Context: an optimization exercise on an open-source flow, tuned for small area, a short achievable clock period and few clock cycles. The choices shown serve that exercise and are no tape-out recipe.
Only simulation tests tie the RTL to the original design; equivalence was not proved.
Power is estimated from default activity; no workload was simulated.

==> flow/flow/run.sh <==
#!/bin/bash
set -euo pipefail
bash standard.sh BUFFER_PORTS_ARGS="-buffer_cell sky130_fd_sc_hd__buf_1" finish > standard_flow.log 2>&1
==> flow/standard.sh <==
#!/bin/bash
# synth_recipe.tcl (not shown) runs the flow's synth.tcl, then flattens the netlist and writes it again
# the make line also repeats each setting of config.mk as NAME=value (left out here)
make -C /OpenROAD-flow-scripts/flow DESIGN_CONFIG=/design/flow/config.mk WORK_HOME=/design/flow/orfs CLKGATE_MAP_FILE= SYNTH_SCRIPT=/design/flow/synth_recipe.tcl "${@:-finish}"
==> flow/config.mk <==
export PLATFORM = sky130hd
export DESIGN_NAME = gemm_controller
export DESIGN_NICKNAME = gemm_controller
export VERILOG_FILES = /design/flow/design.v
export SDC_FILE = /design/flow/constraint.sdc
export NUM_CORES = 4
export LEC_CHECK = 0
export CAP_MARGIN = 20
export CORE_MARGIN = 2
export CORE_UTILIZATION = 40
export CTS_BUF_LIST = sky130_fd_sc_hd__clkbuf_4
export CTS_CLUSTER_DIAMETER = 40
export CTS_CLUSTER_SIZE = 10
export PLACE_DENSITY = 0.6
export SETUP_SLACK_MARGIN = 5
export SLEW_MARGIN = 20
==> flow/constraint.sdc <==
create_clock -name core_clock -period 8.0 [get_ports {clk}]
set_input_delay 1.6000 -clock core_clock [delete_from_list [all_inputs] [get_ports {clk}]]
set_output_delay 1.6000 -clock core_clock [all_outputs]
set_load 0.01 [all_outputs]
==> flow/design.v <==
package mp_types;
  typedef enum logic [1:0] {
    PREC_INT8  = 2'b00,
    PREC_FP16  = 2'b01,
    PREC_FP32  = 2'b10
  } prec_e;
  localparam int W_INT8 = 8;
  localparam int W_FP16 = 16;  
  localparam int W_FP32 = 32;  
  localparam int W_ACC_INT8 = 32;  
endpackage
module mul8_cs (
  input  logic [7:0]    a,
  input  logic [7:0]    b,
  output logic [14:0] s,
  output logic [14:0] c
);
  wire pp_0_0 = a[0] & b[0];
  wire pp_0_1 = a[1] & b[0];
  wire pp_0_2 = a[2] & b[0];
  wire pp_0_3 = a[3] & b[0];
  wire pp_0_4 = a[4] & b[0];
  wire pp_0_5 = a[5] & b[0];
  wire pp_0_6 = a[6] & b[0];
  wire pp_0_7 = ~(a[7] & b[0]);
  wire pp_1_0 = a[0] & b[1];
  wire pp_1_1 = a[1] & b[1];
  wire pp_1_2 = a[2] & b[1];
  wire pp_1_3 = a[3] & b[1];
  wire pp_1_4 = a[4] & b[1];
  wire pp_1_5 = a[5] & b[1];
  wire pp_1_6 = a[6] & b[1];
  wire pp_1_7 = ~(a[7] & b[1]);
  wire pp_2_0 = a[0] & b[2];
  wire pp_2_1 = a[1] & b[2];
  wire pp_2_2 = a[2] & b[2];
  wire pp_2_3 = a[3] & b[2];
  wire pp_2_4 = a[4] & b[2];
  wire pp_2_5 = a[5] & b[2];
  wire pp_2_6 = a[6] & b[2];
  wire pp_2_7 = ~(a[7] & b[2]);
  wire pp_3_0 = a[0] & b[3];
  wire pp_3_1 = a[1] & b[3];
  wire pp_3_2 = a[2] & b[3];
  wire pp_3_3 = a[3] & b[3];
  wire pp_3_4 = a[4] & b[3];
  wire pp_3_5 = a[5] & b[3];
  wire pp_3_6 = a[6] & b[3];
  wire pp_3_7 = ~(a[7] & b[3]);
  wire pp_4_0 = a[0] & b[4];
  wire pp_4_1 = a[1] & b[4];
  wire pp_4_2 = a[2] & b[4];
  wire pp_4_3 = a[3] & b[4];
  wire pp_4_4 = a[4] & b[4];
  wire pp_4_5 = a[5] & b[4];
  wire pp_4_6 = a[6] & b[4];
  wire pp_4_7 = ~(a[7] & b[4]);
  wire pp_5_0 = a[0] & b[5];
  wire pp_5_1 = a[1] & b[5];
  wire pp_5_2 = a[2] & b[5];
  wire pp_5_3 = a[3] & b[5];
  wire pp_5_4 = a[4] & b[5];
  wire pp_5_5 = a[5] & b[5];
  wire pp_5_6 = a[6] & b[5];
  wire pp_5_7 = ~(a[7] & b[5]);
  wire pp_6_0 = a[0] & b[6];
  wire pp_6_1 = a[1] & b[6];
  wire pp_6_2 = a[2] & b[6];
  wire pp_6_3 = a[3] & b[6];
  wire pp_6_4 = a[4] & b[6];
  wire pp_6_5 = a[5] & b[6];
  wire pp_6_6 = a[6] & b[6];
  wire pp_6_7 = ~(a[7] & b[6]);
  wire pp_7_0 = ~(a[0] & b[7]);
  wire pp_7_1 = ~(a[1] & b[7]);
  wire pp_7_2 = ~(a[2] & b[7]);
  wire pp_7_3 = ~(a[3] & b[7]);
  wire pp_7_4 = ~(a[4] & b[7]);
  wire pp_7_5 = ~(a[5] & b[7]);
  wire pp_7_6 = ~(a[6] & b[7]);
  wire pp_7_7 = a[7] & b[7];
  wire hs1 = pp_0_6 ^ pp_1_5;
  wire hc2 = pp_0_6 & pp_1_5;
  wire fs3 = pp_0_7 ^ pp_1_6 ^ pp_2_5;
  wire fc4 = (pp_0_7 & pp_1_6) | (pp_0_7 & pp_2_5) | (pp_1_6 & pp_2_5);
  wire hs5 = pp_3_4 ^ pp_4_3;
  wire hc6 = pp_3_4 & pp_4_3;
  wire fs7 = pp_1_7 ^ pp_2_6 ^ pp_3_5;
  wire fc8 = (pp_1_7 & pp_2_6) | (pp_1_7 & pp_3_5) | (pp_2_6 & pp_3_5);
  wire fs9 = pp_4_4 ^ pp_5_3 ^ pp_6_2;
  wire fc10 = (pp_4_4 & pp_5_3) | (pp_4_4 & pp_6_2) | (pp_5_3 & pp_6_2);
  wire fs11 = pp_2_7 ^ pp_3_6 ^ pp_4_5;
  wire fc12 = (pp_2_7 & pp_3_6) | (pp_2_7 & pp_4_5) | (pp_3_6 & pp_4_5);
  wire hs13 = pp_0_4 ^ pp_1_3;
  wire hc14 = pp_0_4 & pp_1_3;
  wire fs15 = pp_0_5 ^ pp_1_4 ^ pp_2_3;
  wire fc16 = (pp_0_5 & pp_1_4) | (pp_0_5 & pp_2_3) | (pp_1_4 & pp_2_3);
  wire hs17 = pp_3_2 ^ pp_4_1;
  wire hc18 = pp_3_2 & pp_4_1;
  wire fs19 = hs1 ^ pp_2_4 ^ pp_3_3;
  wire fc20 = (hs1 & pp_2_4) | (hs1 & pp_3_3) | (pp_2_4 & pp_3_3);
  wire fs21 = pp_4_2 ^ pp_5_1 ^ pp_6_0;
  wire fc22 = (pp_4_2 & pp_5_1) | (pp_4_2 & pp_6_0) | (pp_5_1 & pp_6_0);
  wire fs23 = fs3 ^ hs5 ^ pp_5_2;
  wire fc24 = (fs3 & hs5) | (fs3 & pp_5_2) | (hs5 & pp_5_2);
  wire fs25 = pp_6_1 ^ pp_7_0 ^ hc2;
  wire fc26 = (pp_6_1 & pp_7_0) | (pp_6_1 & hc2) | (pp_7_0 & hc2);
  wire fs27 = fs7 ^ fs9 ^ pp_7_1;
  wire fc28 = (fs7 & fs9) | (fs7 & pp_7_1) | (fs9 & pp_7_1);
  wire fs29 = 1'b1 ^ fc4 ^ hc6;
  wire fc30 = (1'b1 & fc4) | (1'b1 & hc6) | (fc4 & hc6);
  wire fs31 = fs11 ^ pp_5_4 ^ pp_6_3;
  wire fc32 = (fs11 & pp_5_4) | (fs11 & pp_6_3) | (pp_5_4 & pp_6_3);
  wire fs33 = pp_7_2 ^ fc8 ^ fc10;
  wire fc34 = (pp_7_2 & fc8) | (pp_7_2 & fc10) | (fc8 & fc10);
  wire fs35 = pp_3_7 ^ pp_4_6 ^ pp_5_5;
  wire fc36 = (pp_3_7 & pp_4_6) | (pp_3_7 & pp_5_5) | (pp_4_6 & pp_5_5);
  wire fs37 = pp_6_4 ^ pp_7_3 ^ fc12;
  wire fc38 = (pp_6_4 & pp_7_3) | (pp_6_4 & fc12) | (pp_7_3 & fc12);
  wire fs39 = pp_4_7 ^ pp_5_6 ^ pp_6_5;
  wire fc40 = (pp_4_7 & pp_5_6) | (pp_4_7 & pp_6_5) | (pp_5_6 & pp_6_5);
  wire hs41 = pp_0_3 ^ pp_1_2;
  wire hc42 = pp_0_3 & pp_1_2;
  wire fs43 = hs13 ^ pp_2_2 ^ pp_3_1;
  wire fc44 = (hs13 & pp_2_2) | (hs13 & pp_3_1) | (pp_2_2 & pp_3_1);
  wire fs45 = fs15 ^ hs17 ^ pp_5_0;
  wire fc46 = (fs15 & hs17) | (fs15 & pp_5_0) | (hs17 & pp_5_0);
  wire fs47 = fs19 ^ fs21 ^ fc16;
  wire fc48 = (fs19 & fs21) | (fs19 & fc16) | (fs21 & fc16);
  wire fs49 = fs23 ^ fs25 ^ fc20;
  wire fc50 = (fs23 & fs25) | (fs23 & fc20) | (fs25 & fc20);
  wire fs51 = fs27 ^ fs29 ^ fc24;
  wire fc52 = (fs27 & fs29) | (fs27 & fc24) | (fs29 & fc24);
  wire fs53 = fs31 ^ fs33 ^ fc28;
  wire fc54 = (fs31 & fs33) | (fs31 & fc28) | (fs33 & fc28);
  wire fs55 = fs35 ^ fs37 ^ fc32;
  wire fc56 = (fs35 & fs37) | (fs35 & fc32) | (fs37 & fc32);
  wire fs57 = fs39 ^ pp_7_4 ^ fc36;
  wire fc58 = (fs39 & pp_7_4) | (fs39 & fc36) | (pp_7_4 & fc36);
  wire fs59 = pp_5_7 ^ pp_6_6 ^ pp_7_5;
  wire fc60 = (pp_5_7 & pp_6_6) | (pp_5_7 & pp_7_5) | (pp_6_6 & pp_7_5);
  wire hs61 = pp_0_2 ^ pp_1_1;
  wire hc62 = pp_0_2 & pp_1_1;
  wire fs63 = hs41 ^ pp_2_1 ^ pp_3_0;
  wire fc64 = (hs41 & pp_2_1) | (hs41 & pp_3_0) | (pp_2_1 & pp_3_0);
  wire fs65 = fs43 ^ pp_4_0 ^ hc42;
  wire fc66 = (fs43 & pp_4_0) | (fs43 & hc42) | (pp_4_0 & hc42);
  wire fs67 = fs45 ^ hc14 ^ fc44;
  wire fc68 = (fs45 & hc14) | (fs45 & fc44) | (hc14 & fc44);
  wire fs69 = fs47 ^ hc18 ^ fc46;
  wire fc70 = (fs47 & hc18) | (fs47 & fc46) | (hc18 & fc46);
  wire fs71 = fs49 ^ fc22 ^ fc48;
  wire fc72 = (fs49 & fc22) | (fs49 & fc48) | (fc22 & fc48);
  wire fs73 = fs51 ^ fc26 ^ fc50;
  wire fc74 = (fs51 & fc26) | (fs51 & fc50) | (fc26 & fc50);
  wire fs75 = fs53 ^ fc30 ^ fc52;
  wire fc76 = (fs53 & fc30) | (fs53 & fc52) | (fc30 & fc52);
  wire fs77 = fs55 ^ fc34 ^ fc54;
  wire fc78 = (fs55 & fc34) | (fs55 & fc54) | (fc34 & fc54);
  wire fs79 = fs57 ^ fc38 ^ fc56;
  wire fc80 = (fs57 & fc38) | (fs57 & fc56) | (fc38 & fc56);
  wire fs81 = fs59 ^ fc40 ^ fc58;
  wire fc82 = (fs59 & fc40) | (fs59 & fc58) | (fc40 & fc58);
  wire fs83 = pp_6_7 ^ pp_7_6 ^ fc60;
  wire fc84 = (pp_6_7 & pp_7_6) | (pp_6_7 & fc60) | (pp_7_6 & fc60);
  assign s[0] = pp_0_0;
  assign c[0] = 1'b0;
  assign s[1] = pp_0_1;
  assign c[1] = pp_1_0;
  assign s[2] = hs61;
  assign c[2] = pp_2_0;
  assign s[3] = fs63;
  assign c[3] = hc62;
  assign s[4] = fs65;
  assign c[4] = fc64;
  assign s[5] = fs67;
  assign c[5] = fc66;
  assign s[6] = fs69;
  assign c[6] = fc68;
  assign s[7] = fs71;
  assign c[7] = fc70;
  assign s[8] = fs73;
  assign c[8] = fc72;
  assign s[9] = fs75;
  assign c[9] = fc74;
  assign s[10] = fs77;
  assign c[10] = fc76;
  assign s[11] = fs79;
  assign c[11] = fc78;
  assign s[12] = fs81;
  assign c[12] = fc80;
  assign s[13] = fs83;
  assign c[13] = fc82;
  assign s[14] = pp_7_7;
  assign c[14] = fc84;
endmodule
module gemm_controller #(
  parameter int MAX_ELEMS = 16384,
  parameter mp_types::prec_e PREC = mp_types::PREC_INT8
)(
  input  logic        clk,
  input  logic        rstn,
  input  logic        start,
  input  logic [15:0] M, K, Ncols,
  output logic        done,
  output logic [$clog2(MAX_ELEMS)-1:0] addr_A,
  input  logic [31:0]                  data_A,
  output logic [$clog2(MAX_ELEMS)-1:0] addr_B,
  input  logic [31:0]                  data_B,
  output logic [$clog2(MAX_ELEMS)-1:0] addr_C,
  output logic [31:0]                  data_C,
  output logic                         we_C
);
  localparam int AW = $clog2(MAX_ELEMS);
  logic          run;
  logic [AW-1:0] krem, jrem, irem;
  logic          lk, lj, li;       
  logic          kf;               
  logic          dk;               
  logic [AW-1:0] Kw, Nw, Mw;
  assign Kw = K[AW-1:0];
  assign Nw = Ncols[AW-1:0];
  assign Mw = M[AW-1:0];
  logic [AW-1:0] Kr, Nr1;
  always_ff @(posedge clk) begin
    Kr  <= Kw;
    Nr1 <= Nw - 1'b1;
  end
  logic [AW-1:0] csel, cdec;
  logic          cis2;
  assign csel = !lk ? krem : (!lj ? jrem : irem);
  assign cdec = csel - 1'b1;
  assign cis2 = (csel == AW'(2));
  logic k1, n1, m1;
  assign k1 = (Kw == AW'(1));
  assign n1 = (Nw == AW'(1));
  assign m1 = (Mw == AW'(1));
  logic lk_n, lj_n, dk_n;
  assign lk_n = (!run | lk) ? k1 : cis2;
  assign lj_n = !run ? n1 : (!lk ? lj : (!lj ? cis2 : n1));
  assign dk_n = !run | (lk ^ dk);
  logic zB, invB, ciB;
  always_ff @(posedge clk) begin
    zB   <= lk_n & ~lj_n;
    invB <= lk_n ? lj_n : ~dk_n;
    ciB  <= lk_n | dk_n;
  end
  logic [AW-1:0] opA, opB, sumA, sumB;
  assign opA  = lk ? Kr : {{(AW-1){~dk}}, 1'b1};
  assign opB  = (zB ? AW'(0) : Nr1) ^ {AW{invB}};
  assign sumB = addr_B + opB + AW'(ciB);
  assign sumA = addr_A + opA;
  always_ff @(posedge clk) begin
    if (!rstn)     run <= 1'b0;
    else if (!run) run <= start;
    else           run <= ~(lk & lj & li);
  end
  always_ff @(posedge clk) begin
    if (!run) begin
      addr_A <= '0;
      addr_B <= '0;
      dk     <= 1'b1;
      kf     <= 1'b1;
      krem   <= Kw;   lk <= k1;
      jrem   <= Nw;   lj <= n1;
      irem   <= Mw;   li <= m1;
    end else begin
      kf <= lk;
      if (!lk | lj) addr_A <= sumA;    
      addr_B <= sumB;
      if (!lk) begin
        krem <= cdec;
        lk   <= cis2;
      end else begin
        dk   <= ~dk;
        krem <= Kw;
        lk   <= k1;
        if (!lj) begin
          jrem <= cdec;
          lj   <= cis2;
        end else begin
          jrem <= Nw;
          lj   <= n1;
          irem <= cdec;
          li   <= cis2;
        end
      end
    end
  end
  logic f1_first, f1_last, f1_fin;
  logic f2_first, f2_last, f2_fin;
  logic f3_first, f3_last, f3_fin;
  logic f4_first, f4_last, f4_fin;
  always_ff @(posedge clk) begin
    if (!rstn) begin
      f1_last <= 1'b0; f1_fin <= 1'b0;
      f2_last <= 1'b0; f2_fin <= 1'b0;
      f3_last <= 1'b0; f3_fin <= 1'b0;
      f4_last <= 1'b0; f4_fin <= 1'b0;
      we_C <= 1'b0; done <= 1'b0;
    end else begin
      f1_last <= run & lk;
      f1_fin  <= run & lk & lj & li;
      f2_last <= f1_last; f2_fin <= f1_fin;
      f3_last <= f2_last; f3_fin <= f2_fin;
      f4_last <= f3_last; f4_fin <= f3_fin;
      we_C <= f4_last;
      done <= f4_fin;
    end
  end
  always_ff @(posedge clk) begin
    f1_first <= kf;
    f2_first <= f1_first;
    f3_first <= f2_first;
    f4_first <= f3_first;
  end
  always_ff @(posedge clk) begin
    if (start)     addr_C <= '0;
    else if (we_C) addr_C <= addr_C + 1'b1;
  end
  logic [7:0]  a_r, b_r;
  logic [14:0] ms, mc, s_r, c_r;
  logic [15:0] p;
  logic [29:0] acc;
  mul8_cs u_mul (.a(a_r), .b(b_r), .s(ms), .c(mc));
  logic [16:0] lows;
  logic [13:0] hi, hinc, hdec, hc0, hc1, hnew;
  assign lows = {1'b0, acc[15:0]} + {1'b0, p};
  assign hi   = acc[29:16];
  assign hinc = hi + 1'b1;
  assign hdec = hi - 1'b1;
  assign hc0  = f4_first ? {14{p[15]}} : (p[15] ? hdec : hi);
  assign hc1  = f4_first ? {14{p[15]}} : (p[15] ? hi : hinc);
  assign hnew = lows[16] ? hc1 : hc0;
  always_ff @(posedge clk) begin
    a_r <= data_A[7:0];
    b_r <= data_B[7:0];
    s_r <= ms;
    c_r <= mc;
    p   <= {1'b0, s_r} + {1'b0, c_r} - 16'h8000;
    acc <= {hnew, f4_first ? p : lows[15:0]};
  end
  assign data_C = {{2{acc[29]}}, acc};
endmodule
==> metrics.md, run 1 <==
| Metric | Value |
|---|---|
| VDD IR max | `0.139 mV` |
| Slew HR | `29.1%` |
| Filler cells | `2,726` |
| # clock sinks | `226` |
| Reg2Reg Setup Slack | `5.07 ns` |
| Gpl congestion | `0.790` |
| Post-route worst setup slack | `5.07 ns` |
| Min Tclk post-route | `2.93 ns` |
| Iter 0 DRT Violations | `377` |
| R2R Path End | `addr_A[13]` |
| Critical-path cell list | `buf_12, nor2_4, a21o_1, ha_1, a21oi_2, nor2b_1, a311o_1, a211oi_4, a21oi_2, a211oi_2, mux2i_1, mux2i_1` |
| Drt first pass iters | `4` |
| Mapped Area | `0.0117 sq mm` |
| Static Leakage | `5.75 nW` |
| Async S/R FF share, synth | `0%` |
| Worst hold path type | `reg2reg` |
| Synthesis Warnings | `1` |
| Die Y | `175 microns` |
| WL final | `25.4 mm` |
| TritonCTS Buffers | `36` |
| Vias in the first global route | `8,261` |
| RSZ-0062 raised after global routing | `true` |
| Distinct cells, synth | `72` |
| GRT Total Usage | `16.4%` |
| Worst setup SP type | `flop` |
| Via Count | `8,643` |
| Crit path kind | `reg2reg` |
| WL per Instance | `14.3 microns` |
| CP arrival | `3.47 ns` |
| Ports | `191` |
| Syn Inst Count | `1,200` |
| CP Capture Type | `flop` |
| I/O Buffers | `136` |
| WP data required | `8.54 ns` |
| Total grt overflow | `0` |
| Area growth syn-to-layout | `16.5%` |
| Clock Root Buffer | `clkbuf_4` |
| Final ANT Viol Nets | `0` |
| Fin crit share | `36.6%` |
| CTS tree | `built` |
| Crit path largest cell delay | `0.41 ns` |
| Setup crit end | `addr_A[13]` |
| Peak fanout along the critical path | `5` |
| Die area | `0.0307 sq mm` |
| Site row count | `62` |
| PD cells | `293 mW/mm^2` |
| # setup viols final | `0` |
| Slew @ Worst Pin | `1.06 ns` |
| Initial antenna violation count | `2` |
| Worst Skew | `0.0415 ns` |
| Global-route wire length before repair | `41.4 mm` |
| Hold Path Origin | `s_r[0]` |
| Crit. path cell count | `12` |
| Die width | `175 microns` |
| Deepest clock path buffer count | `3` |
| Pre-CTS setup slack | `4.48 ns` |
| Final Hold Viols | `0` |
| Synth Register Bits | `226` |
| RR Startpoint | `lk` |
| Post-synth EDFFs | `43` |
| Clock latency on the worst-skew pair | `0.64 ns` |
| Nets@finish | `1,589` |
| Post-synthesis sequential area ratio | `42.3%` |
| Fmax | `341 MHz` |
| DRC | `0` |
| Crit path launch | `lk` |
| Largest net degree at the start of global routing | `68` |
| Via/cell ratio | `4.86` |
| Delay-heaviest family, CP | `compound AO/OA/AOI/OAI gates` |
| Bufs and invs on worst path | `1` |
| Synth Area per Inst | `9.77 sq um` |
| Post-Route Setup TNS | `0 ns` |
| Fin. max-slew vios | `0` |
| Status | `finished clean` |
| Initial Utilization | `40.7%` |
| Layout cells sized above 1 | `10.3%` |
| Mapped Nets | `1,424` |
| Post-CTS Hold Fix Bufs | `0` |
| Max-Cap Viols | `0` |
| CP max stage cell | `a311o_1` |
| Top FF cell, synth | `dfxtp_1` |
| DP Wirelength | `18.1 mm` |
| H-tree depth | `2` |
| R2R depth | `12` |
| Core area | `0.0288 sq mm` |
| Clock transition at the registers of the reported paths | `0.10 ns` |
[what timing repair did]
item | in CTS | in global routing
gates cloned | 2 | 0
endpoints found under the setup margin | 30 | 37
pin swaps | 5 | 13
resized for setup | 16 | 24
hold endpoints to repair | 0 | 0
buffers inserted | 7 | 15
[state kept, by name, indices dropped and copies added (netlist names), 8 cells and up]
name    count
addr_A     14
irem       14
a_r         8
krem       14
addr_B     14
addr_C     14
Nr1        14
jrem       14
p          16
s_r        15
Kr         14
c_r        14
acc        30
b_r         8
[cells by family (layout without fill, tap and decap cells)]
group	after synthesis	count (layout)	synth area share (%)
and+or+nand+nor	398	398	16.9
DFF	226	226	42.3
xor gates and xnor gates	102	102	7.62
buffers and inverters	96	287	3.39
AOI/OAI and AO/OA	237	237	12.7
adders and majority gates	109	109	14.2
other	0	2	0
muxes	32	32	2.87
[worst reg2reg max path, cell delays in order (launching register included)]
cell and delay (ns):
dfxtp_4 0.37, buf_12 0.11, nor2_4 0.04, a21o_1 0.18, ha_1 0.31, a21oi_2 0.13
nor2b_1 0.08, a311o_1 0.41, a211oi_4 0.28, a21oi_2 0.09, a211oi_2 0.32, mux2i_1 0.31
mux2i_1 0.20
[layout by cell type (no fill, tap or decap), types with 7 or more instances in the layout]
master,synthesis,final
buf_4,2,24
o21a_1,10,10
ha_1,69,65
and3_1,10,10
clkbuf_4,0,42
buf_1,2,136
inv_1,58,58
a21oi_1,57,52
dfxtp_2,0,7
and2_1,77,77
edfxtp_1,43,43
nand4_1,9,9
bufinv_16,0,9
a21o_1,28,28
nand2_1,133,132
fa_1,40,38
nand3_1,13,13
or3_1,11,11
nor2b_1,8,8
nor2_1,75,73
dfxtp_1,183,173
nand2b_1,23,23
xnor2_1,61,61
o21ai_0,85,82
mux2i_1,24,23
nor3_1,11,11
xor2_1,41,41
[per-layer routing]
layer | global-route usage (%) | vias to the layer above | wire length, microns
li1 | - | 4452 | -
met1 | 23.8 | 3972 | 13100
met2 | 25.0 | 175 | 10600
met3 | 3.05 | 44 | 1230
met4 | 4.48 | 0 | 526
met5 | 0 | - | 0
[through the flow]
stage	utilization [%]	area [sq um]	instances	total power, W	hold WS, ns
2_1_floorplan	-	11800	1200	0.00264	0.310
3_3_place_gp	43.8	12600	1687	0.00293	0.314
3_5_place_dp	43.8	12600	1687	0.00296	0.313
4_1_cts	46.7	13400	1760	0.00400	0.337
5_1_grt	47.5	13700	1777	0.00432	0.337
6_report	47.5	13700	1777	0.00400	0.329
[Yosys cell counts (all sizes together), types with 10 or more instances]
| master | number | area, sq um |
|---|---|---|
| a21o | 28 | 210 |
| inv | 58 | 218 |
| mux2i | 25 | 254 |
| clkbuf | 28 | 105 |
| or3 | 11 | 68.8 |
| buf | 10 | 75.1 |
| edfxtp | 43 | 1290 |
| xor2 | 41 | 359 |
| nor3 | 11 | 55.1 |
| ha | 69 | 863 |
| nor2 | 75 | 282 |
| nand2b | 23 | 144 |
| a21oi | 57 | 285 |
| nand3 | 14 | 75.1 |
| o21a | 10 | 75.1 |
| a211oi | 10 | 80.1 |
| and3 | 10 | 62.6 |
| dfxtp | 183 | 3660 |
| fa | 40 | 801 |
| and2 | 78 | 488 |
| nand2 | 133 | 499 |
| xnor2 | 61 | 534 |
| o21ai | 91 | 470 |
[area by class of cell]
class	instances	area, sq um	share of cell area [%]
Inverter	58	218	1.59
Sequential cell	226	4970	36.4
Multi-Input combinational cell	878	6520	47.7
Timing Repair Buffer	165	807	5.91
Antenna cell	2	5.00	0.0366
Tap cell	384	480	3.52
Clock buffer	42	315	2.31
Clock inverter	22	338	2.47
[report_power, final]
| group | internal, W | total, W | switching (W) |
|---|---|---|---|
| logic | 0.000676 | 0.00148 | 0.000809 |
| clock network | 0.000552 | 0.000983 | 0.000430 |
| registers | 0.00140 | 0.00154 | 0.000138 |
[worst min-delay path by stage]
stage	end	cells after the start
after floorplan	f1_first	0
final	p[0]	0
after global placement	p[0]	0
after detailed placement	f4_first	0
after CTS	f4_first	0
after global routing	p[0]	0
Testbench counts, summed over its fixed seeds: cycles 75,253.
==> inputs of run 2 (changes only) <==
--- a/flow/config.mk
+++ b/flow/config.mk
@@ -10,7 +10,8 @@
 export CORE_UTILIZATION = 40
 export CTS_BUF_LIST = sky130_fd_sc_hd__clkbuf_4
-export CTS_CLUSTER_DIAMETER = 40
-export CTS_CLUSTER_SIZE = 10
+export CTS_CLUSTER_DIAMETER = 30
+export CTS_CLUSTER_SIZE = 8
 export PLACE_DENSITY = 0.6
 export SETUP_SLACK_MARGIN = 5
 export SLEW_MARGIN = 20
+export TNS_END_PERCENT = 30
==> run 2 against run 1 <==
  * Still clean on timing, DRC and antenna
  * Global-route usage increased by 0.71 points
  * Utilization is 1.0 points higher
  * Synthesized cell count is the same
  * Cell area increased by 2.1%
  * Wire length up 2.7%
  * Critical path depth down 11
  * Via count grew 1.3%
  * Combinational power is essentially flat
  * Largest cell class unchanged
  * Highest routed layer unchanged
==> metrics.md, run 2 <==
| Metric | Value |
|---|---|
| Critical-path cell list | `buf_1` |
| Clock transition at the registers of the reported paths | `0.08 ns` |
| Pint | `0.00292 W` |
| Layout cells sized above 1 | `11.7%` |
| WL final | `26.1 mm` |
| Synth area leader | `dfxtp_1` |
| DRC | `0` |
| Via/cell ratio | `4.85` |
| Synthesis Warnings | `1` |
| Synth top area share | `31.2%` |
| Crit path largest cell delay | `0.51 ns` |
| Via Count | `8,752` |
| Worst setup SP type | `flop` |
| Delay-heaviest family, CP | `flip-flops` |
| Total grt overflow | `0` |
| Post-CTS Hold Fix Bufs | `0` |
| Worst Skew | `0.0700 ns` |
| Post-synth top cells | `183 x dfxtp_1, 133 x nand2_1, 85 x o21ai_0` |
| Synth Area per Inst | `9.77 sq um` |
| Vias in the first global route | `8,553` |
| DP Wirelength | `18.3 mm` |
| Clock Root Buffer | `clkbuf_4` |
| VDD IR max | `0.161 mV` |
| RSZ-0062 raised after global routing | `true` |
| Mapped Nets | `1,424` |
| Status | `finished clean` |
| CP max stage cell | `edfxtp_1` |
| # setup viols final | `0` |
| Global-route wire length before repair | `43.0 mm` |
| Net switching power | `0.00147 W` |
| TritonCTS Buffers | `52` |
| CP arrival | `1.37 ns` |
| Combinational Power Share | `33.3%` |
| Drt first pass iters | `6` |
| Top cells by area, synth | `dfxtp_1 31%, edfxtp_1 11%, ha_1 7.4%, fa_1 6.8%, xnor2_1 4.6%` |
| Gpl congestion | `0.813` |
| Sequential power share | `35.3%` |
| GRT Total Usage | `17.1%` |
| Fin crit share | `37.2%` |
| Count leader, synth | `dfxtp_1` |
| Clock Power Share | `31.4%` |
| Min Tclk post-route | `2.97 ns` |
| Max reg flops | `30` |
| Static Leakage | `5.90 nW` |
| Worst hold path type | `reg2reg` |
| Initial antenna violation count | `1` |
| Mapped Area | `0.0117 sq mm` |
| Core area | `0.0288 sq mm` |
| Initial Utilization | `40.7%` |
| Crit path kind | `reg2out` |
| Syn Inst Count | `1,200` |
| Largest register by flop count | `acc` |
| Iter 0 DRT Violations | `382` |
| Die width | `175 microns` |
| Final ANT Viol Nets | `0` |
| Final Power | `0.00439 W` |
| Top FF cell, synth | `dfxtp_1` |
| Nets@finish | `1,599` |
| Post-synth EDFFs | `43` |
| Clock latency on the worst-skew pair | `0.70 ns` |
| Deepest clock path buffer count | `3` |
| Ports | `191` |
| WL per Instance | `14.5 microns` |
| I/O Buffers | `136` |
| PD cells | `315 mW/mm^2` |
| Die Y | `175 microns` |
| Fmax | `336 MHz` |
| Async S/R FF share, synth | `0%` |
| Post-synthesis sequential area ratio | `42.3%` |
| Die area | `0.0307 sq mm` |
| CP Capture Type | `output port` |
| Largest registers in the final layout | `acc (30), p (16), s_r (15)` |
| Slew HR | `29.0%` |
| # clock sinks | `226` |
| Sw Ratio | `33.4%` |
| H-tree depth | `2` |
| Slew @ Worst Pin | `1.07 ns` |
| Post-Route Setup TNS | `0 ns` |
| CTS tree | `built` |
| Most frequent cells in the layout | `173 x dfxtp_1, 136 x buf_1, 132 x nand2_1, 83 x o21ai_0, 77 x and2_1` |
| WP data required | `6.40 ns` |
| Area growth syn-to-layout | `19.0%` |
| Most common cell after layout, fill and taps aside | `dfxtp_1` |
| Bufs and invs on worst path | `1` |
| Largest net degree at the start of global routing | `68` |
| Peak fanout along the critical path | `9` |
| Fin. max-slew vios | `0` |
| Final Hold Viols | `0` |
| Distinct cells, synth | `72` |
| Max-Cap Viols | `0` |
| Synth Register Bits | `226` |
| Site row count | `62` |
run 2: cell counts after synthesis:
No cell type changed its count.
run 2: cells by family after synthesis:
logic type | count (synthesis) | synth area share (%)
compound gates | 237 | 12.7
xor+xnor | 102 | 7.62
fa+ha+maj | 109 | 14.2
buf+inv | 96 | 3.39
flops | 226 | 42.3
mux | 32 | 2.87
simple gates | 398 | 16.9
run 2: power by group through the flow:
stage | clock network [W] | logic (W) | registers [W]
floorplan | 0 | 0.00107 | 0.00157
global placement | 0 | 0.00135 | 0.00158
detailed placement | 0 | 0.00138 | 0.00158
CTS | 0.00142 | 0.00142 | 0.00155
global route | 0.00147 | 0.00166 | 0.00158
finish | 0.00138 | 0.00146 | 0.00155
run 2: final timing paths:
| path | startpoint | to | slack, ns | cells after the start |
|---|---|---|---|---|
| hold / removal | kf | f1_first | 0.32 | 0 |
| hold reg to reg | kf | f1_first | 0.32 | 0 |
| setup reg to reg | lk | addr_A[13] | 5.12 | 12 |
| setup / recovery | acc[18] | data_C[18] | 5.03 | 1 |
run 2: layout make-up:
cell class	count	area, sq um
Antenna cell	1	2.50
Clock buffer	59	443
Clock inverter	38	594
Fill cell	2772	14800
Inverter	58	218
Multi-Input combinational cell	878	6490
Sequential cell	226	4980
Tap cell	384	480
Timing Repair Buffer	159	746
run 2: repair_timing:
action	4_1_cts	5_1_grt
setup buffers	8	7
resized for setup	16	26
pin swaps	3	11
hold endpoints to repair	0	0
endpoints found under the setup margin	37	48
cloned	1	1
run 2: layer usage:
layer  GRT usage (%)  wire length, microns
met2            26.2                 11400
met3            3.26                  1330
met4            4.97                   442
met5               0                     0
met1            24.6                 12900
run 2: stage by stage:
stage / setup WS (ns) / util, % / hold slack [ns] / cells / instance area, sq um
2_1_floorplan: 5.00 / - / 0.310 / 1200 / 11800
3_3_place_gp: 4.34 / 43.8 / 0.314 / 1687 / 12600
3_5_place_dp: 4.31 / 43.8 / 0.313 / 1688 / 12600
4_1_cts: 4.95 / 47.9 / 0.312 / 1794 / 13800
5_1_grt: 4.92 / 48.5 / 0.321 / 1803 / 14000
6_report: 5.03 / 48.5 / 0.316 / 1803 / 14000
==> inputs of run 3 (changes only) <==
--- a/flow/config.mk
+++ b/flow/config.mk
@@ -9,9 +9,9 @@
 export CORE_MARGIN = 2
 export CORE_UTILIZATION = 40
-export CTS_BUF_LIST = sky130_fd_sc_hd__clkbuf_4
-export CTS_CLUSTER_DIAMETER = 30
-export CTS_CLUSTER_SIZE = 8
+export CTS_BUF_LIST = sky130_fd_sc_hd__clkbuf_8
+export CTS_CLUSTER_DIAMETER = 40
+export CTS_CLUSTER_SIZE = 10
 export PLACE_DENSITY = 0.6
 export SETUP_SLACK_MARGIN = 5
 export SLEW_MARGIN = 20
-export TNS_END_PERCENT = 30
+export TNS_END_PERCENT = 10
==> run 3 against run 2 <==
  * Cell count decreased by 1.7%
  * Via count shrank 1.2%
  * Worst hold slack gained 0.0074 ns
  * Wire length down 1.5%
  * Utilization is 0.81 points lower
  * Critical path depth up 7
  * Register-to-register slack got worse by 0.07 ns
  * Count of clock-buffer cells in the layout decreased by 14
  * Critical path type is now reg2reg
  * Highest routed layer unchanged
==> metrics.md, run 3 <==
| Metric | Value |
|---|---|
| Deepest clock path buffer count | `3` |
| PD cells | `298 mW/mm^2` |
| Fin. max-slew vios | `0` |
| Non-filler cells in the finished layout | `1,772` |
| Final Power | `0.00409 W` |
| Total grt overflow | `0` |
| Sw Ratio | `35.5%` |
| Drt first pass iters | `5` |
| Vias in the first global route | `8,418` |
| Post-synth EDFFs | `43` |
| Mapped Nets | `1,424` |
| TritonCTS Buffers | `40` |
| Worst hold slack | `0.323 ns` |
| Initial Utilization | `40.7%` |
| Dpl cells | `1,688` |
| Die width | `175 microns` |
| Max reg flops | `30` |
| Min Tclk post-route | `2.95 ns` |
| Fmax | `339 MHz` |
| Fin crit share | `36.9%` |
| Final Hold Viols | `0` |
| Synth Register Bits | `226` |
| Layout cells sized above 1 | `9.44%` |
| # clock sinks | `226` |
| Post-synth top cells | `183 x dfxtp_1, 133 x nand2_1, 85 x o21ai_0` |
| RSZ-0062 raised after global routing | `true` |
| Pint | `0.00264 W` |
| Post-Route Setup TNS | `0 ns` |
| Clock Root Buffer | `clkbuf_8` |
| Max-Cap Viols | `0` |
| CTS tree | `built` |
| Global-route wire length before repair | `42.7 mm` |
| Largest registers in the final layout | `acc (30), p (16), s_r (15)` |
| Slew @ Worst Pin | `1.06 ns` |
| Top cells by area, synth | `dfxtp_1 31%, edfxtp_1 11%, ha_1 7.4%, fa_1 6.8%, xnor2_1 4.6%` |
| GRT met2 Usage | `25.6%` |
| Final ANT Viol Nets | `0` |
| CP arrival | `3.34 ns` |
| Area growth syn-to-layout | `17.0%` |
| Nets@finish | `1,583` |
| Site row count | `62` |
| N_diodes | `0` |
| Combinational Power Share | `34.8%` |
| Syn Inst Count | `1,200` |
| Top FF cell, synth | `dfxtp_1` |
| WP data required | `8.39 ns` |
| H-tree depth | `2` |
| Via/cell ratio | `4.88` |
| DRC | `0` |
| Largest net degree at the start of global routing | `68` |
| Synth area leader | `dfxtp_1` |
| Met1 global-route usage | `24.6%` |
| I/O Buffers | `136` |
| Net switching power | `0.00145 W` |
| Worst hold path type | `reg2reg` |
| Worst setup SP type | `flop` |
| Worst Skew | `0.0293 ns` |
| Final core utilization | `47.7%` |
| DP Wirelength | `18.3 mm` |
| Status | `finished clean` |
| Core area | `0.0288 sq mm` |
| Sequential power share | `37.9%` |
| GRT Total Usage | `17.0%` |
| Count leader, synth | `dfxtp_1` |
| Clock Power Share | `27.3%` |
| WL per Instance | `14.5 microns` |
| Initial antenna violation count | `0` |
| Synth top area share | `31.2%` |
| Synth Area per Inst | `9.77 sq um` |
| Synthesis Warnings | `1` |
| VDD IR max | `0.131 mV` |
| Gpl congestion | `0.813` |
| Distinct cells, synth | `72` |
| Most frequent cells in the layout | `175 x dfxtp_1, 136 x buf_1, 133 x nand2_1, 83 x o21ai_0, 77 x and2_1` |
| # setup viols final | `0` |
| Die Y | `175 microns` |
| Peak fanout along the critical path | `8` |
| Async S/R FF share, synth | `0%` |
| Slew HR | `29.4%` |
| Mapped Area | `0.0117 sq mm` |
| Ports | `191` |
| Largest register by flop count | `acc` |
| GR Layer Usage met3 | `3.39%` |
| Post-synthesis sequential area ratio | `42.3%` |
| Clock latency on the worst-skew pair | `0.54 ns` |
| Top Usage Layer GRT | `met2` |
| Die area | `0.0307 sq mm` |
| Most common cell after layout, fill and taps aside | `dfxtp_1` |
| Clock transition at the registers of the reported paths | `0.06 ns` |
| Crit path kind | `reg2reg` |
| Static Leakage | `5.78 nW` |
| WL final | `25.7 mm` |
| Iter 0 DRT Violations | `403` |
| Via Count | `8,650` |
| CP Capture Type | `flop` |
[run 3: cell counts after synthesis]
Identical to the previous run, type by type.
[run 3: worst max-delay path: stages, from the launching register on]
cell and delay, ns:
dfxtp_1 0.38, and2_1 0.21, fa_1 0.53, inv_1 0.06, fa_1 0.53, inv_1 0.05
fa_1 0.53, inv_1 0.06, fa_1 0.48
[run 3: metal layers]
metal	wire [microns]	vias up
met5	0	-
met4	487	0
met3	1460	47
met2	10900	206
met1	12900	3975
li1	-	4422
[run 3: final cells by class]
cell class	instances	area, sq um
Tap cell	384	480
Multi-Input combinational cell	878	6490
Fill cell	2776	15100
Timing Repair Buffer	155	708
Clock buffer	45	619
Clock inverter	26	230
Inverter	58	218
Sequential cell	226	4970
[run 3: repair_timing]
item | CTS | global route
hold buffers | 0 | 0
gates resized for setup | 15 | 14
cloned | 1 | 1
setup endpoints to repair | 31 | 36
pin swaps | 2 | 8
buffers inserted | 4 | 7
[run 3: kinds of logic after synthesis]
kind of cell               synth area share (%)
adders and majority gates                  14.2
buffers and inverters                      3.39
muxes                                      2.87
xor gates and xnor gates                   7.62
AOI/OAI and AO/OA                          12.7
and+or+nand+nor                            16.9
DFF                                        42.3
[run 3: power groups by stage]
| stage | clock [W] | sequential (W) | combinational, W |
|---|---|---|---|
| 5_1_grt | 0.00121 | 0.00158 | 0.00162 |
| 6_report | 0.00112 | 0.00155 | 0.00142 |
| 3_3_place_gp | 0 | 0.00158 | 0.00135 |
| 2_1_floorplan | 0 | 0.00157 | 0.00107 |
| 4_1_cts | 0.00116 | 0.00156 | 0.00143 |
| 3_5_place_dp | 0 | 0.00158 | 0.00138 |
[run 3: final timing paths]
| path | slack [ns] | depth (start not counted) | to | from |
|---|---|---|---|---|
| max | 5.05 | 8 | s_r[7] | a_r[7] |
| min | 0.32 | 0 | p[0] | s_r[0] |
| max reg2reg | 5.05 | 8 | s_r[7] | a_r[7] |
| min reg2reg | 0.32 | 0 | p[0] | s_r[0] |
[run 3: through the flow]
| step | instance area, sq um | worst slack (ns) |
|---|---|---|
| 6_report | 13700 | 5.05 |
| 5_1_grt | 13700 | 4.90 |
| 4_1_cts | 13600 | 4.83 |
| 3_5_place_dp | 12600 | 4.31 |
| 3_3_place_gp | 12600 | 4.34 |
| 2_1_floorplan | 11800 | 5.00 |
==> inputs of run 4 (changes only) <==
--- a/flow/config.mk
+++ b/flow/config.mk
@@ -15,3 +15,3 @@
 export SETUP_SLACK_MARGIN = 5
 export SLEW_MARGIN = 20
-export TNS_END_PERCENT = 10
+export TNS_END_PERCENT = 20
==> run 4 against run 3 <==
  * Still clean
  * Global-route usage increased by 0.098 points
  * Synthesized cell count unchanged
  * Die area unchanged
  * Cell count increased by 0.11%
  * Maximum frequency increased by 2.1%
  * Worst setup slack improved by 0.062 ns
  * Clock power about the same
  * Count of clock-buffer cells in the layout unchanged
  * Highest routed layer unchanged
==> metrics.md, run 4 <==
| Metric | Value |
|---|---|
| GRT met2 Usage | `25.9%` |
| Total grt overflow | `0` |
| Clock Root Buffer | `clkbuf_8` |
| H-tree depth | `2` |
| GRT Total Usage | `17.1%` |
| R2R Path End | `addr_A[11]` |
| Distinct cells, synth | `72` |
| Post-synth top cells | `183 x dfxtp_1, 133 x nand2_1, 85 x o21ai_0` |
| Die area | `0.0307 sq mm` |
| CTS tree | `built` |
| Min-Delay Endpoint | `p[0]` |
| Most frequent cells in the layout | `173 x dfxtp_1, 136 x buf_1, 133 x nand2_1, 83 x o21ai_0, 77 x and2_1` |
| Syn Inst Count | `1,200` |
| Core area | `0.0288 sq mm` |
| Largest registers in the final layout | `acc (30), p (16), s_r (15)` |
| TritonCTS Buffers | `40` |
| Nets@finish | `1,585` |
| Deepest clock path buffer count | `3` |
| Largest net degree at the start of global routing | `68` |
| Largest register by flop count | `acc` |
| Clock latency on the worst-skew pair | `0.54 ns` |
| WP data required | `8.44 ns` |
| I/O Buffers | `136` |
| Max reg flops | `30` |
| Die width | `175 microns` |
| GR Layer Usage met3 | `3.44%` |
| Post-synthesis sequential area ratio | `42.3%` |
| Synth area leader | `dfxtp_1` |
| Slew @ Worst Pin | `1.06 ns` |
| DRC | `0` |
| Worst Skew | `0.0295 ns` |
| Non-filler cells in the finished layout | `1,774` |
| Gpl congestion | `0.813` |
| Static Leakage | `5.80 nW` |
| Initial Utilization | `40.7%` |
| WL final | `25.7 mm` |
| Ports | `191` |
| Net switching power | `0.00145 W` |
| WL per Instance | `14.5 microns` |
| Final Hold Viols | `0` |
| Min Tclk post-route | `2.89 ns` |
| Via Count | `8,682` |
| Vias in the first global route | `8,467` |
| Mapped Area | `0.0117 sq mm` |
| Crit path kind | `reg2reg` |
| Site row count | `62` |
| Synthesis Warnings | `1` |
| Sequential power share | `37.9%` |
| Most common cell after layout, fill and taps aside | `dfxtp_1` |
| Top Usage Layer GRT | `met2` |
| Fmax | `346 MHz` |
| Fin. max-slew vios | `0` |
| Top cells by area, synth | `dfxtp_1 31%, edfxtp_1 11%, ha_1 7.4%, fa_1 6.8%, xnor2_1 4.6%` |
| CP Capture Type | `flop` |
| Worst setup SP type | `flop` |
| Status | `finished clean` |
| Reg2Reg Setup Slack | `5.11 ns` |
| Combinational Power Share | `34.8%` |
| R2R depth | `13` |
| N_diodes | `0` |
| Iter 0 DRT Violations | `419` |
| Hold Crit Depth | `0` |
| PD cells | `298 mW/mm^2` |
| Synth top area share | `31.2%` |
| Die Y | `175 microns` |
| Mapped Nets | `1,424` |
| Multi-input logic area | `0.00649 sq mm` |
| DP Wirelength | `18.3 mm` |
| VDD IR max | `0.131 mV` |
| Pint | `0.00264 W` |
| Storage cell area | `0.00497 sq mm` |
| CP arrival | `3.33 ns` |
| Synth Area per Inst | `9.77 sq um` |
| # clock sinks | `226` |
| Drt first pass iters | `7` |
| Post-synth EDFFs | `43` |
| Top FF cell, synth | `dfxtp_1` |
| Met1 global-route usage | `24.7%` |
| Async S/R FF share, synth | `0%` |
| Post-CTS Hold Fix Bufs | `0` |
| Peak fanout along the critical path | `11` |
| Final ANT Viol Nets | `0` |
| Count leader, synth | `dfxtp_1` |
| Fin crit share | `36.1%` |
| Layout cells sized above 1 | `9.86%` |
| RR Startpoint | `lk` |
| Initial antenna violation count | `0` |
| Max-Cap Viols | `0` |
| Dpl cells | `1,688` |
| Worst hold path type | `reg2reg` |
| Clock Power Share | `27.3%` |
| Clock transition at the registers of the reported paths | `0.07 ns` |
| Hold Path Origin | `s_r[0]` |
| Sw Ratio | `35.5%` |
| Global-route wire length before repair | `43.0 mm` |
| Slew HR | `29.6%` |
| Area growth syn-to-layout | `17.2%` |
| Synth Register Bits | `226` |
| # setup viols final | `0` |
| RSZ-0062 raised after global routing | `true` |
| Filler cells | `2,775` |
| Post-Route Setup TNS | `0 ns` |
| Via/cell ratio | `4.89` |
run 4: cell counts after synthesis:
Identical to the previous run, type by type.
run 4: worst max-delay path by stage:
stage	start	endpoint	slack [ns]	cells after the start
2_1_floorplan	invB	addr_B[10]	5.00	12
3_3_place_gp	invB	addr_B[10]	4.34	11
3_5_place_dp	invB	addr_B[10]	4.31	11
4_1_cts	zB	addr_B[10]	4.96	12
5_1_grt	acc[0]	acc[18]	4.91	12
6_report	lk	addr_A[11]	5.11	13
run 4: power groups by stage:
| stage | logic (W) | clock network [W] | registers, W |
|---|---|---|---|
| after floorplan | 0.00107 | 0 | 0.00157 |
| after global placement | 0.00135 | 0 | 0.00158 |
| after CTS | 0.00143 | 0.00116 | 0.00156 |
| after detailed placement | 0.00138 | 0 | 0.00158 |
| after global routing | 0.00163 | 0.00121 | 0.00158 |
| final | 0.00142 | 0.00112 | 0.00155 |
run 4: worst max-delay path: stages, from the launching register on:
cell	delay [ns]
dfxtp_4	0.37
buf_12	0.15
nor2_4	0.15
buf_4	0.16
a21o_1	0.12
ha_4	0.22
a21oi_1	0.13
nor2b_1	0.06
a311o_1	0.33
a211oi_2	0.33
nor2_1	0.07
o21a_1	0.19
o311a_1	0.30
a32o_1	0.21
run 4: cell families (layout without fill, tap and decap cells):
family                   after synthesis  in the layout  share of synthesized area (%)
XOR/XNOR                             102            102                           7.62
AO/OA/AOI/OAI                        237            237                           12.7
adder cells (fa/ha/maj)              109            109                           14.2
multiplexers                          32             32                           2.87
flip-flops                           226            226                           42.3
buffers and inverters                 96            286                           3.39
AND/OR/NAND/NOR                      398            398                           16.9
run 4: timing repair:
action / CTS / global route
pin swaps: 4 / 8
setup buffers: 9 / 4
gates cloned: 2 / 0
setup endpoints to repair: 31 / 36
gates resized for setup: 16 / 18
run 4: layer usage:
metal / part of all wire, % / up-vias
met4: 1.9 / 0
met3: 6.0 / 46
met2: 43 / 206
met1: 50 / 4002
li1: - / 4428
met5: 0 / -
run 4: per-stage QoR:
stage / power [W] / utilization, % / setup slack, ns / hold WS, ns / cell area [sq um]
2_1_floorplan: 0.00264 / - / 5.00 / 0.310 / 11800
3_3_place_gp: 0.00293 / 43.8 / 4.34 / 0.314 / 12600
3_5_place_dp: 0.00296 / 43.8 / 4.31 / 0.313 / 12600
4_1_cts: 0.00414 / 47.4 / 4.96 / 0.326 / 13700
5_1_grt: 0.00442 / 47.7 / 4.91 / 0.333 / 13700
6_report: 0.00409 / 47.7 / 5.11 / 0.323 / 13700
run 4: cell type report:
class,count,area share [%]
multi-input combinational,878,47.2
tap,384,3.50
clock inverter,26,1.68
sequential,226,36.2
inverter,58,1.58
timing repair buffer,157,5.32
clock buffer,45,4.51
==> inputs of run 5 (changes only) <==
--- a/flow/config.mk
+++ b/flow/config.mk
@@ -15,3 +15,3 @@
 export SETUP_SLACK_MARGIN = 5
 export SLEW_MARGIN = 20
-export TNS_END_PERCENT = 20
+export TNS_END_PERCENT = 30
==> run 5 against run 4 <==
  * Via count hardly changed
  * Non-clock buffer count stayed put
  * Maximum frequency hardly changed
  * First-iteration DRC count is 0.48% lower
  * Register-to-register slack hardly changed
  * Sequential share of layout area hardly changed
  * Cell area is 0.13% higher
  * Flip-flop and latch count stayed put
  * Critical endpoint unchanged
==> metrics.md, run 5 <==
| Metric | Value |
|---|---|
| Status | `finished clean` |
| CP max stage cell | `dfxtp_4` |
| Hold Crit Depth | `0` |
| Post-synthesis sequential area ratio | `42.3%` |
| Drt first pass iters | `5` |
| Static Leakage | `5.80 nW` |
| Critical-path cell list | `buf_12, nor2_4, buf_4, a21o_1, ha_4, a21oi_1, nor2b_1, a311o_1, a211oi_2, nor2_1, o21a_1, o311a_1, a32o_1` |
| Slew @ Worst Pin | `1.06 ns` |
| CTS tree | `built` |
| Mapped Nets | `1,424` |
| Largest register by flop count | `acc` |
| Syn Inst Count | `1,200` |
| WL final | `25.7 mm` |
| Worst Skew | `0.0297 ns` |
| Count leader, synth | `dfxtp_1` |
| N_diodes | `0` |
| Top FF cell, synth | `dfxtp_1` |
| Net switching power | `0.00146 W` |
| RSZ-0062 raised after global routing | `true` |
| Worst hold slack | `0.323 ns` |
| Synth area leader | `dfxtp_1` |
| Delay-heaviest family, CP | `compound AO/OA/AOI/OAI gates` |
| Sequential power share | `37.8%` |
| Post-synth EDFFs | `43` |
| # clock sinks | `226` |
| Synth top area share | `31.2%` |
| Vias in the first global route | `8,467` |
| RR Startpoint | `lk` |
| Total grt overflow | `0` |
| I/O Buffers | `136` |
| Post-CTS Hold Fix Bufs | `0` |
| Via/cell ratio | `4.90` |
| Non-filler cells in the finished layout | `1,774` |
| PD cells | `299 mW/mm^2` |
| WP data required | `8.44 ns` |
| Die width | `175 microns` |
| Largest registers in the final layout | `acc (30), p (16), s_r (15)` |
| Final ANT Viol Nets | `0` |
| Via Count | `8,688` |
| Pint | `0.00265 W` |
| R2R Path End | `addr_A[11]` |
| Clock Power Share | `27.2%` |
| Clock Root Buffer | `clkbuf_8` |
| Synthesis Warnings | `1` |
| GR Layer Usage met3 | `3.44%` |
| TritonCTS Buffers | `40` |
| Clock latency on the worst-skew pair | `0.54 ns` |
| Met1 global-route usage | `24.7%` |
| Final Hold Viols | `0` |
| Top Usage Layer GRT | `met2` |
| GRT Total Usage | `17.1%` |
| Global-route wire length before repair | `43.0 mm` |
| Hold Path Origin | `s_r[0]` |
| Fmax | `346 MHz` |
| Final Power | `0.00411 W` |
| Mapped Area | `0.0117 sq mm` |
| WL per Instance | `14.5 microns` |
| Fin. max-slew vios | `0` |
| Slew HR | `29.4%` |
| Post-Route Setup TNS | `0 ns` |
| Area growth syn-to-layout | `17.4%` |
| Most frequent cells in the layout | `173 x dfxtp_1, 136 x buf_1, 132 x nand2_1, 83 x o21ai_0, 77 x and2_1` |
| Worst setup SP type | `flop` |
| Gpl congestion | `0.813` |
| Core area | `0.0288 sq mm` |
| Min Tclk post-route | `2.89 ns` |
| VDD IR max | `0.131 mV` |
| Worst hold path type | `reg2reg` |
| Synth Register Bits | `226` |
| Site row count | `62` |
| Deepest clock path buffer count | `3` |
| Max-Cap Viols | `0` |
| Dpl cells | `1,688` |
| Initial antenna violation count | `0` |
| DP Wirelength | `18.3 mm` |
| R2R depth | `13` |
| Combinational Power Share | `35.0%` |
| Peak fanout along the critical path | `11` |
| Post-synth top cells | `183 x dfxtp_1, 133 x nand2_1, 85 x o21ai_0` |
| Min-Delay Endpoint | `p[0]` |
| Reg2Reg Setup Slack | `5.11 ns` |
| Synth Area per Inst | `9.77 sq um` |
| Nets@finish | `1,585` |
| CP Capture Type | `flop` |
| Largest net degree at the start of global routing | `68` |
| Die area | `0.0307 sq mm` |
| Crit path kind | `reg2reg` |
| Sw Ratio | `35.5%` |
| Initial Utilization | `40.7%` |
| Iter 0 DRT Violations | `417` |
| Distinct cells, synth | `72` |
| Clock transition at the registers of the reported paths | `0.07 ns` |
| Most common cell after layout, fill and taps aside | `dfxtp_1` |
| Async S/R FF share, synth | `0%` |
| Max reg flops | `30` |
| GRT met2 Usage | `25.9%` |
| Top cells by area, synth | `dfxtp_1 31%, edfxtp_1 11%, ha_1 7.4%, fa_1 6.8%, xnor2_1 4.6%` |
| # setup viols final | `0` |
| Filler cells | `2,776` |
| Bufs and invs on worst path | `2` |
| Ports | `191` |
| H-tree depth | `2` |
| Fin crit share | `36.1%` |
| CP arrival | `3.33 ns` |
| DRC | `0` |
| Die Y | `175 microns` |
| Layout cells sized above 1 | `10.2%` |
| Crit path largest cell delay | `0.37 ns` |
run 5: changes by cell type in the layout (fill, tap and decap cells not counted):
cell / delta
fa_1: -1
nand2_1: -1
ha_1: -1
nor2b_2: +1
buf_4: -1
mux2i_2: +1
nor2b_1: -1
mux2i_1: -1
ha_2: +1
buf_6: +1
nand2_2: +1
fa_2: +1
run 5: how the worst max path moves through the flow:
stage                     slack, ns  depth (start not counted)  startpoint          to
after detailed placement       4.31                         11        invB  addr_B[10]
after global placement         4.34                         11        invB  addr_B[10]
after floorplan                5.00                         12        invB  addr_B[10]
final                          5.11                         13          lk  addr_A[11]
after global routing           4.92                         11          zB  addr_B[11]
after CTS                      4.96                         12          zB  addr_B[10]
run 5: cells by family (layout without fill, tap and decap cells):
family / after synthesis / in the layout / synth area share [%]
buffers and inverters: 96 / 286 / 3.39
muxes: 32 / 32 / 2.87
adders and majority gates: 109 / 109 / 14.2
and+or+nand+nor: 398 / 398 / 16.9
DFF: 226 / 226 / 42.3
AOI/OAI and AO/OA: 237 / 237 / 12.7
xor gates and xnor gates: 102 / 102 / 7.62
run 5: power groups by stage:
stage,Clock (W),Combinational (W),Sequential [W]
after floorplan,0,0.00107,0.00157
final,0.00112,0.00144,0.00155
after global routing,0.00121,0.00164,0.00158
after CTS,0.00116,0.00143,0.00156
after global placement,0,0.00135,0.00158
after detailed placement,0,0.00138,0.00158
run 5: stage by stage:
stage / instance area [sq um] / setup slack [ns] / util [%]
after floorplan: 11800 / 5.00 / -
after global placement: 12600 / 4.34 / 43.8
after detailed placement: 12600 / 4.31 / 43.8
after CTS: 13700 / 4.96 / 47.4
after global routing: 13800 / 4.92 / 47.8
final: 13800 / 5.11 / 47.8
run 5: repair_timing:
item / 4_1_cts / 5_1_grt
buffers inserted: 9 / 4
pin swaps: 4 / 11
gates cloned: 2 / 0
endpoints found under the setup margin: 31 / 36
resized for setup: 16 / 24
run 5: final cells by class:
cell class              count  area (sq um)  share of cell area (%)
clock inverters            26           230                    1.67
inverters                  58           218                    1.58
well taps                 384           480                    3.49
multi-input cells         878          6500                    47.3
repair buffers            157           734                    5.34
clock buffers              45           619                    4.50
flip-flops and latches    226          4970                    36.2
run 5: routing by layer:
metal / vias up / part of all wire, %
met2: 205 / 43
met3: 40 / 5.7
li1: 4428 / -
met1: 4015 / 50
met5: - / 0
met4: 0 / 1.6
run 5: worst reg2reg max path: cells and delay by family, from the launching register on:
kind / cells / cell delay [ns]
adders and majority gates: 1 / 0.22
buffers and inverters: 2 / 0.31
and+or+nand+nor: 3 / 0.28
AOI/OAI and AO/OA: 7 / 1.61
DFF: 1 / 0.37
==> inputs of run 6 (changes only) <==
--- a/flow/config.mk
+++ b/flow/config.mk
@@ -12,4 +12,5 @@
 export CTS_CLUSTER_DIAMETER = 40
 export CTS_CLUSTER_SIZE = 10
+export GPL_ROUTABILITY_DRIVEN = 0
 export PLACE_DENSITY = 0.6
 export SETUP_SLACK_MARGIN = 5
==> run 6 against run 5 <==
  * Still clean on timing, DRC and antenna
  * Clock skew unchanged
  * Critical path depth did not move
  * Non-clock buffer count is the same
  * Sequential share of layout area unchanged
  * Cell count stayed put
  * Largest cell class unchanged
  * Largest power group unchanged
==> metrics.md, run 6 <==
| Metric | Value |
|---|---|
| Worst hold path type | `reg2reg` |
| Mapped Nets | `1,424` |
| DRC | `0` |
| Met1 wire length | `12.8 mm` |
| Setup crit end | `addr_A[11]` |
| Syn Inst Count | `1,200` |
| Fmax | `346 MHz` |
| R2R Path End | `addr_A[11]` |
| Fin. max-slew vios | `0` |
| WL final | `25.7 mm` |
| Net switching power | `0.00146 W` |
| Initial Utilization | `40.7%` |
| Synth Register Bits | `226` |
| Slew @ Worst Pin | `1.06 ns` |
| Async S/R FF share, synth | `0%` |
| Critical-path cell list | `buf_12, nor2_4, buf_4, a21o_1, ha_4, a21oi_1, nor2b_1, a311o_1, a211oi_2, nor2_1, o21a_1, o311a_1, a32o_1` |
| Most frequent cells in the layout | `173 x dfxtp_1, 136 x buf_1, 132 x nand2_1, 83 x o21ai_0, 77 x and2_1` |
| Most common cell after layout, fill and taps aside | `dfxtp_1` |
| CTS tree | `built` |
| RR Startpoint | `lk` |
| Crit path launch | `lk` |
| RSZ-0062 raised after global routing | `true` |
| Largest net degree at the start of global routing | `68` |
| Die area | `0.0307 sq mm` |
| Final Power | `0.00411 W` |
| WP data required | `8.44 ns` |
| Status | `finished clean` |
| Clock transition at the registers of the reported paths | `0.07 ns` |
| Static Leakage | `5.80 nW` |
| Clock latency on the worst-skew pair | `0.54 ns` |
| Synth Area per Inst | `9.77 sq um` |
| TritonCTS Buffers | `40` |
| Crit path largest cell delay | `0.37 ns` |
| Top FF cell, synth | `dfxtp_1` |
| Sequential power share | `37.8%` |
| Site row count | `62` |
| Reg2Reg Setup Slack | `5.11 ns` |
| Top routing layer used | `met4` |
| Iter 0 DRT Violations | `417` |
| Core area | `0.0288 sq mm` |
| Via/cell ratio | `4.90` |
| Hold Crit Depth | `0` |
| Post-synthesis sequential area ratio | `42.3%` |
| Mapped Area | `0.0117 sq mm` |
| Clock Power Share | `27.2%` |
| # setup viols final | `0` |
| Pint | `0.00265 W` |
| Max reg flops | `30` |
| Peak fanout along the critical path | `11` |
| Die Y | `175 microns` |
| Largest register by flop count | `acc` |
| Synthesis Warnings | `1` |
| Filler cells | `2,776` |
| Total grt overflow | `0` |
| Drt first pass iters | `5` |
| Ports | `191` |
| Layout cells sized above 1 | `10.2%` |
| Distinct cells, synth | `72` |
| Nets@finish | `1,585` |
| Vias in the first global route | `8,467` |
| Slew HR | `29.4%` |
| Largest registers in the final layout | `acc (30), p (16), s_r (15)` |
| DP Wirelength | `18.3 mm` |
| Die width | `175 microns` |
| Final ANT Viol Nets | `0` |
| Storage cell area | `0.00497 sq mm` |
| Deepest clock path buffer count | `3` |
| Multi-input logic area | `0.00650 sq mm` |
| Routed wl met3 | `1.47 mm` |
| Global-route wire length before repair | `43.0 mm` |
| Fin crit share | `36.1%` |
| CP max stage cell | `dfxtp_4` |
| # clock sinks | `226` |
| N_diodes | `0` |
| VDD IR max | `0.131 mV` |
| Post-Route Setup TNS | `0 ns` |
| Max-Cap Viols | `0` |
| WL per Instance | `14.5 microns` |
| Sw Ratio | `35.5%` |
| Via Count | `8,688` |
| I/O Buffers | `136` |
| Synth area leader | `dfxtp_1` |
| Final Hold Viols | `0` |
| Combinational Power Share | `35.0%` |
| Area growth syn-to-layout | `17.4%` |
| Worst Skew | `0.0297 ns` |
| H-tree depth | `2` |
| Crit path kind | `reg2reg` |
| GRT Total Usage | `17.1%` |
| Post-synth top cells | `183 x dfxtp_1, 133 x nand2_1, 85 x o21ai_0` |
| CP arrival | `3.33 ns` |
| Min Tclk post-route | `2.89 ns` |
| Top cells by area, synth | `dfxtp_1 31%, edfxtp_1 11%, ha_1 7.4%, fa_1 6.8%, xnor2_1 4.6%` |
| CP Capture Type | `flop` |
| Initial antenna violation count | `0` |
| Clock Root Buffer | `clkbuf_8` |
| Worst setup SP type | `flop` |
| Post-synth EDFFs | `43` |
| Count leader, synth | `dfxtp_1` |
| PD cells | `299 mW/mm^2` |
| Synth top area share | `31.2%` |
| R2R depth | `13` |
| Met2 Wirelength | `11.0 mm` |
-- run 6: cell counts in the layout (fill, tap and decap cells not counted) --
Identical to the previous run, type by type.
-- run 6: kinds of logic (layout without fill, tap and decap cells) --
logic type,Yosys count,in the layout,share of synthesized area (%)
AO/OA/AOI/OAI,237,237,12.7
XOR/XNOR,102,102,7.62
adder cells (fa/ha/maj),109,109,14.2
buffers and inverters,96,286,3.39
flip-flops,226,226,42.3
multiplexers,32,32,2.87
AND/OR/NAND/NOR,398,398,16.9
-- run 6: timing repair --
| item | in CTS | in global routing |
|---|---|---|
| setup endpoints to repair | 31 | 36 |
| pin swaps | 4 | 11 |
| gates cloned | 2 | 0 |
| hold buffers | 0 | 0 |
| buffers inserted | 9 | 4 |
| resized for setup | 16 | 24 |
-- run 6: layout make-up --
cell class	count	area share (%)
multi-input combinational	878	47.3
sequential	226	36.2
timing repair buffer	157	5.34
clock buffer	45	4.50
tap	384	3.49
clock inverter	26	1.67
inverter	58	1.58
-- run 6: per-layer routing --
metal / global-route usage [%] / vias to the layer above
li1: - / 4428
met1: 24.7 / 4015
met2: 25.9 / 205
met3: 3.44 / 40
met4: 4.72 / 0
met5: 0 / -
-- run 6: worst min path at each step --
stage | slack, ns | start | to
3_3_place_gp | 0.31 | f3_first | f4_first
3_5_place_dp | 0.31 | f3_first | f4_first
6_report | 0.32 | s_r[0] | p[0]
5_1_grt | 0.33 | s_r[0] | p[0]
4_1_cts | 0.33 | s_r[0] | p[0]
2_1_floorplan | 0.31 | kf | f1_first
-- run 6: power groups by stage --
stage / clock network, W / registers (W) / logic (W)
3_3_place_gp: 0 / 0.00158 / 0.00135
5_1_grt: 0.00121 / 0.00158 / 0.00164
4_1_cts: 0.00116 / 0.00156 / 0.00143
2_1_floorplan: 0 / 0.00157 / 0.00107
3_5_place_dp: 0 / 0.00158 / 0.00138
6_report: 0.00112 / 0.00155 / 0.00144
-- run 6: critical path: cells and delay by family, from the launching register on --
family                     cells  cell delay, ns
AOI/OAI and AO/OA              7            1.61
adders and majority gates      1            0.22
DFF                            1            0.37
and+or+nand+nor                3            0.28
buffers and inverters          2            0.31
-- run 6: metrics by stage --
step	area, sq um	utilization (%)	std cells	hold WS (ns)	worst slack (ns)
global placement	12600	43.8	1687	0.314	4.34
CTS	13700	47.4	1770	0.326	4.96
detailed placement	12600	43.8	1688	0.313	4.31
floorplan	11800	-	1200	0.310	5.00
global route	13800	47.8	1774	0.333	4.92
finish	13800	47.8	1774	0.323	5.11

static timing again, ports no longer ideal:
In the flow no input, the clock included, has a driving cell. The finished layouts below were timed again as built, in two steps. Step 1 sets driving cells, clkbuf_16 on the clock port and buf_2 on the other inputs (assumed; they add their load-dependent delay and slew). Step 2 also shifts input and output timing later by t, the mid clock arrival at the registers, as if the neighbouring blocks saw the same clock. a / b / c = ideal ports / drivers / drivers and shift; a / b = the first two.
| run | t, ns | setup WS [ns] | worst register clock-pin slew, ns |
|---|---|---|---|
| run 1 | 0.656 | 5.068 / 5.058 / 4.859 | 0.11 / 0.11 |
| run 2 | 0.703 | 5.026 / 4.983 / 4.856 | 0.09 / 0.09 |
| run 3 | 0.575 | 5.050 / 5.050 / 4.862 | 0.08 / 0.08 |
| run 4 | 0.575 | 5.112 / 5.112 / 4.860 | 0.08 / 0.08 |
| run 5 | 0.575 | 5.113 / 5.113 / 4.864 | 0.08 / 0.08 |
| run 6 | 0.575 | 5.113 / 5.113 / 4.864 | 0.08 / 0.08 |
After both steps setup and hold are still met in every run listed. The setup slack of run 4, which loses most, moves by 0.000 ns with the drivers and by -0.252 ns with both steps.
